What follows belongs to an exercise in optimizing a design on an open flow for small area, a short achievable clock period and few clock cycles per item; a production flow would make more cautious choices. Function was checked by simulation only, so behaviour that the tests miss may differ from the original.

Design MCH, start of the top module:
module MCH (
    input               clk,
    input               reset,
    input       [ 7:0]  X,
    input       [ 7:0]  Y,
    output              Done,
    output      [16:0]  area
);
For scale: ~6600 cells after synthesis, about 980 flip-flops.
export LEC_CHECK = 0
export CAP_MARGIN = 20
export CORE_MARGIN = 2
export CORE_UTILIZATION = 35
export CTS_CLUSTER_DIAMETER = 100
export CTS_CLUSTER_SIZE = 15
export PLACE_DENSITY = 0.55
export SLEW_MARGIN = 20
create_clock -name core_clock -period 13.0 [get_ports {clk}]
standard.sh (not shown) runs the stock make flow with config.mk's settings and CLKGATE_MAP_FILE= SYNTH_SCRIPT=/design/flow/synth_recipe.tcl, a recipe that flattens the netlist after the stock synthesis.
==> flow/flow/run.sh <==
#!/bin/bash
# Layout flow: the standard flow (standard synthesis, floorplan, placement,
# CTS, routing) unchanged, except that ORFS's timing repair (after CTS and after
# global routing) is asked to leave 9 ns of setup slack instead of 0, so that it
# also speeds up paths that already meet the 13 ns clock. The clock, the I/O
# constraints and everything else are the design's.
set -uo pipefail
cp standard.sh standard_sh.copy.log
export SETUP_SLACK_MARGIN=9
bash standard.sh > standard.log 2>&1
The baseline completed without violations.
Testbench counts at the start, summed over its fixed seeds: cycles 15,977, hulls 384.
Change:
--- a/flow/flow/run.sh
+++ b/flow/flow/run.sh
@@ -4 +4 @@
-# global routing) is asked to leave 9 ns of setup slack instead of 0, so that it
+# global routing) is asked to leave 9.3 ns of setup slack instead of 0, so that it
@@ -9 +9 @@
-export SETUP_SLACK_MARGIN=9
+export SETUP_SLACK_MARGIN=9.3
--- a/flow/config.mk
+++ b/flow/config.mk
@@ -7,0 +8 @@
+export ABC_AREA = 1
@@ -12 +13,2 @@
-export CTS_CLUSTER_SIZE = 15
+export CTS_CLUSTER_SIZE = 20
+export GPL_TIMING_DRIVEN = 0
Effect:
- final area rose by 5.4%
- utilization increases by 1.1 points
- setup slack gains 0.18 ns
- register-to-register slack improved by 0.26 ns
- cell count went up by 25%
Change:
--- a/flow/flow/run.sh
+++ b/flow/flow/run.sh
@@ -4 +4 @@
-# global routing) is asked to leave 9.3 ns of setup slack instead of 0, so that it
+# global routing) is asked to leave 8.8 ns of setup slack instead of 0, so that it
@@ -9 +9 @@
-export SETUP_SLACK_MARGIN=9.3
+export SETUP_SLACK_MARGIN=8.8
--- a/flow/config.mk
+++ b/flow/config.mk
@@ -14 +13,0 @@
-export GPL_TIMING_DRIVEN = 0
Outcome: The new run completed without violations; synthesized area stays the same; count of clock-buffer cells in the layout came out lower by 3; final area came out lower by 7.2%; global-route usage came out lower by 3.2 points; worst setup slack loses 0.20 ns; utilization came out lower by 3.0 points; worst hold slack loses 0.016 ns; wire length came out lower by 11%; final cell count came out lower by 4.6%.
Change:
--- a/flow/flow/run.sh
+++ b/flow/flow/run.sh
@@ -4 +4 @@
-# global routing) is asked to leave 8.8 ns of setup slack instead of 0, so that it
+# global routing) is asked to leave 9 ns of setup slack instead of 0, so that it
@@ -9 +9 @@
-export SETUP_SLACK_MARGIN=8.8
+export SETUP_SLACK_MARGIN=9
--- a/flow/config.mk
+++ b/flow/config.mk
@@ -8 +7,0 @@
-export ABC_AREA = 1
@@ -12,2 +11,2 @@
-export CTS_CLUSTER_DIAMETER = 100
-export CTS_CLUSTER_SIZE = 20
+export CTS_CLUSTER_DIAMETER = 80
+export CTS_CLUSTER_SIZE = 25
Outcome:
- The new run ran to the end with no violations
- fmax went up by about 0.6%
- routed wire length went down by 0.69%
- global-route usage went up by 0.30 points

* * *

== run 1 ==
Another version of the RTL of MCH (not shown whole).
Size: roughly 7100 cells after synthesis, roughly 980 flip-flops, about 36 I/O pins.
Design MCH, start of the top module:
module MCH (
    input               clk,
    input               reset,
    input       [ 7:0]  X,
    input       [ 7:0]  Y,
    output              Done,
    output      [16:0]  area
);
export LEC_CHECK = 0
export CAP_MARGIN = 20
export CORE_MARGIN = 2
export CORE_UTILIZATION = 45
export PLACE_DENSITY = 0.65
export SLEW_MARGIN = 20
create_clock -name core_clock -period 13.0 [get_ports {clk}]
==> flow/flow/run.sh <==
#!/bin/bash
# Layout flow: the standard flow (standard synthesis, floorplan, placement,
# CTS, routing) unchanged, except that ORFS's timing repair (after CTS and after
# global routing) is asked to leave 9 ns of setup slack instead of 0, so that it
# also speeds up paths that already meet the 13 ns clock. The clock, the I/O
# constraints and everything else are the design's.
set -uo pipefail
cp standard.sh standard_sh.copy.log
export SETUP_SLACK_MARGIN=9
bash standard.sh > standard.log 2>&1
Run 1 reached the end of the flow, and the finished layout is clean on the timing, design-rule and antenna checks.
Testbench counts of run 1, summed over its fixed seeds: cycles 15,977, hulls 384.
The inputs of run 2 differ from those of run 1 as listed below.
- CORE_UTILIZATION changed from 45 to 35
- PLACE_DENSITY changed from 0.65 to 0.55
- CTS_CLUSTER_DIAMETER newly set to 100
- CTS_CLUSTER_SIZE newly set to 20
--- outcome ---
Detailed-route wire length per cell, run 2 and run 1, higher one = run 1.
Relative to run 1, total via count in the routed design decreased by 1.8% in run 2.
Run 2 -> run 1: setup violation total in the final timing report delta 0, exact match
Clock skew: run 2 vs run 1 up 0.0097 ns
Run 1 → run 2: first-pass GRT wire length now smaller.
As of run 2, count of plain and timing-repair buffers in the layout had fallen slightly compared to run 1.
The area growth from synthesis to final layout number comes out lower for run 2 vs run 1.
Input-level comparison between run 3 and run 2:
- CTS_CLUSTER_SIZE removed (was 20)
- CTS_CLUSTER_DIAMETER removed (was 100)
Findings:
- Total number of vias went up slightly going from run 2 to run 3.
- Comparing the two runs side by side, run 3 comes out ahead of run 2 on final setup skew.
- On wire length on met2: between run 3 and run 2, it ends up lower for run 2.
- Run 3 vs. run 2: required time at the endpoint of the critical path went up by 0.06 ns.
- In run 3, first-pass detailed-route iteration total is higher than in run 2.
Modified inputs, run 4 compared to run 3
- PLACE_DENSITY now 0.45, was 0.55
- CORE_UTILIZATION now 25, was 35
==> flow/run.sh (new file) <==
#!/bin/bash
# synth_recipe.tcl (not shown) runs the flow's synth.tcl, then flattens the netlist and writes it again
# the make line also repeats each setting of config.mk as NAME=value (left out here)
make -C /OpenROAD-flow-scripts/flow DESIGN_CONFIG=/design/flow/config.mk WORK_HOME=/design/flow/orfs CLKGATE_MAP_FILE= SYNTH_SCRIPT=/design/flow/synth_recipe.tcl finish
removed: flow/flow/run.sh
removed: flow/standard.sh
==> comparison <==
The relative area of non-clock buffer cells in the final design in run 4 was lower than what run 3 gave. Run 4 vs. run 3: final weighted congestion in routability-driven placement fell by 0.46%, mean routed wirelength per cell rose by about 3%, via count of the first global-routing pass rose by 1547. Run 3 vs run 4, critical path capture point: acc[16]$_SDFFE_PN0P_ vs nNE[18]$_DFFE_PP_. [compare] base=run 3 new=run 4: global routing met1 resource utilization lost 6.1 points.

* * *

## v21
MCH with an RTL version that a note above also has.
Size: roughly 36 I/O pins.
## MCH
module MCH (
    input               clk,
    input               reset,
    input       [ 7:0]  X,
    input       [ 7:0]  Y,
    output              Done,
    output      [16:0]  area
);
export LEC_CHECK = 0
export ABC_AREA = 1
export CAP_MARGIN = 20
export CORE_MARGIN = 2
export CORE_UTILIZATION = 35
export CTS_CLUSTER_DIAMETER = 100
export CTS_CLUSTER_SIZE = 20
export PLACE_DENSITY = 0.55
export SLEW_MARGIN = 20
export TNS_END_PERCENT = 20
create_clock -name core_clock -period 13.0 [get_ports {clk}]
==> flow/flow/run.sh <==
#!/bin/bash
# Layout flow: the standard flow (standard synthesis, floorplan, placement,
# CTS, routing) unchanged, except that ORFS's timing repair (after CTS and after
# global routing) is asked to leave 9.3 ns of setup slack instead of 0, so that it
# also speeds up paths that already meet the 13 ns clock. The clock, the I/O
# constraints and everything else are the design's.
set -uo pipefail
cp standard.sh standard_sh.copy.log
export SETUP_SLACK_MARGIN=9.3
bash standard.sh > standard.log 2>&1
v21: flow completed, timing, DRC and antenna clean
Testbench counts of v21, summed over its fixed seeds: cycles 15,977, hulls 384.
Input changes introduced in v37 (baseline for comparison: v21):
--- a/flow/config.mk
+++ b/flow/config.mk
@@ -8,3 +8,3 @@
 export ABC_AREA = 1
-export CAP_MARGIN = 20
+export CAP_MARGIN = 10
 export CORE_MARGIN = 2
@@ -14,3 +14,2 @@
 export PLACE_DENSITY = 0.55
-export SLEW_MARGIN = 20
-export TNS_END_PERCENT = 20
+export SLEW_MARGIN = 10
Results
The higher layout buffering overhead excluding clock cells of v21 and v37 is in v37.
v37 against v21: multi-input logic cell count held steady, global-route wire length before repair fell about 2.7%, pin slew with the least headroom to its limit went up.
v37 against v21: final non-filler cell total +0.42%; hold slack -0.0041 ns.
A critical path capture point of area[2] is what v37 shows, while area[14] belongs to v21.
What v7 does differently from v37 at the input level:
==> flow/flow/run.sh <==
#!/bin/bash
# Layout flow: the standard flow (standard synthesis, floorplan, placement,
# CTS, routing) unchanged, except that ORFS's timing repair (after CTS and after
# global routing) is asked to leave 9 ns of setup slack instead of 0, so that it
# also speeds up paths that already meet the 13 ns clock. The clock, the I/O
# constraints and everything else are the design's.
set -uo pipefail
cp standard.sh standard_sh.copy.log
export SETUP_SLACK_MARGIN=9
bash standard.sh > standard.log 2>&1
--- a/flow/config.mk
+++ b/flow/config.mk
@@ -7,4 +7,3 @@
 export LEC_CHECK = 0
-export ABC_AREA = 1
-export CAP_MARGIN = 10
+export CAP_MARGIN = 20
 export CORE_MARGIN = 2
@@ -13,3 +12,3 @@
 export CTS_CLUSTER_SIZE = 20
-export PLACE_DENSITY = 0.55
-export SLEW_MARGIN = 10
+export PLACE_DENSITY = 0.45
+export SLEW_MARGIN = 20
- v7 against v37: wire length of the first global-routing pass now smaller.
- v7: done, clean on timing, DRC and antenna
- Total non-filler cell area in the finished layout, v37 and v7, higher one = v37.
- v7 ended up with a lower gate count of the mapped netlist than v37 did.
- Of the two values seen for cell at the slowest stage of the critical path, sky130_fd_sc_hd__dfxtp_4 was produced by v37 and sky130_fd_sc_hd__a2111oi_4 by v7.
- The clock skew reported for v7 is smaller than that of v37 by 0.0058 ns.
The inputs of v35 differ from those of v7 as listed below.
--- a/flow/flow/run.sh
+++ b/flow/flow/run.sh
@@ -3,3 +3,3 @@
 # CTS, routing) unchanged, except that ORFS's timing repair (after CTS and after
-# global routing) is asked to leave 9 ns of setup slack instead of 0, so that it
+# global routing) is asked to leave 9.25 ns of setup slack instead of 0, so that it
 # also speeds up paths that already meet the 13 ns clock. The clock, the I/O
@@ -8,3 +8,3 @@
 cp standard.sh standard_sh.copy.log
-export SETUP_SLACK_MARGIN=9
+export SETUP_SLACK_MARGIN=9.25
 bash standard.sh > standard.log 2>&1
--- a/flow/config.mk
+++ b/flow/config.mk
@@ -7,2 +7,3 @@
 export LEC_CHECK = 0
+export ABC_AREA = 1
 export CAP_MARGIN = 20
@@ -12,3 +13,3 @@
 export CTS_CLUSTER_SIZE = 20
-export PLACE_DENSITY = 0.45
+export PLACE_DENSITY = 0.55
 export SLEW_MARGIN = 20
Findings:
Sort v35 and v7 by met1 wire length desc -> top: v7. Going from v7 to v35, ratio of final minimum period to clock period saw a decrease, design area went up by 0.0016 mm², global-route met1 utilization fell 0.37 points, clock latency on the worst-skew pair held steady. Summary — global-route usage, v35 relative to v7: lower, by 0.58 points. Compared with v7, post-synthesis instance area in v35 increased by a few percent. Looking at v35 and v7, the clock edge transition at the registers on the reported setup and hold paths is a wash. Capture point of the critical path = dB[7]: v7; capture point of the critical path = area[14]: v35.

## static timing again, ports no longer ideal
Ports are ideal in the flow. The routed layouts listed here were re-timed in OpenROAD. Step 1: set_driving_cell puts a clkbuf_16 on clk and a buf_2 on each other input, an assumption about the parent block. Step 2 times the ports against the registers' clock, not the clock port: input delays grow and output delays shrink by t, the midpoint of the rising clock arrivals with the driver on. Slacks: no drivers / after step 1 / after step 2; pairs: no drivers / after step 1.
run | t, ns | setup WS [ns] | worst setup path at the end | worst slew at a driven data input, ns | cell pins on the clock port's net
the first run of note 1 | 0.806 | 8.873 / 8.873 / 8.873 | register to register | 0.06 | 1
the second run of note 1 | 0.835 | 9.055 / 8.965 / 9.128 | register to register | 0.04 | 1
the third run of note 1 | 0.835 | 8.856 / 8.768 / 8.879 | register to register | 0.04 | 1
the fourth run of note 1 | 0.801 | 8.882 / 8.882 / 8.882 | register to register | 0.07 | 1
run 1 | 0.824 | 8.838 / 8.838 / 8.838 | register to register | 0.10 | 1
run 2 | 0.812 | 8.842 / 8.842 / 8.842 | register to register | 0.04 | 1
run 3 | 0.847 | 8.883 / 8.883 / 8.883 | register to register | 0.04 | 1
run 4 | 0.879 | 7.578 / 7.578 / 7.578 | register to register | 0.05 | 1
v21 | 0.828 | 9.111 / 9.023 / 9.163 | register to register | 0.04 | 1
v37 | 0.811 | 9.164 / 9.071 / 9.225 | register to register | 0.04 | 1
v7 | 0.812 | 8.674 / 8.674 / 8.674 | register to register | 0.06 | 1
v35 | 0.811 | 9.162 / 9.071 / 9.270 | register to register | 0.03 | 1
After both steps setup and hold are still met in every run listed.
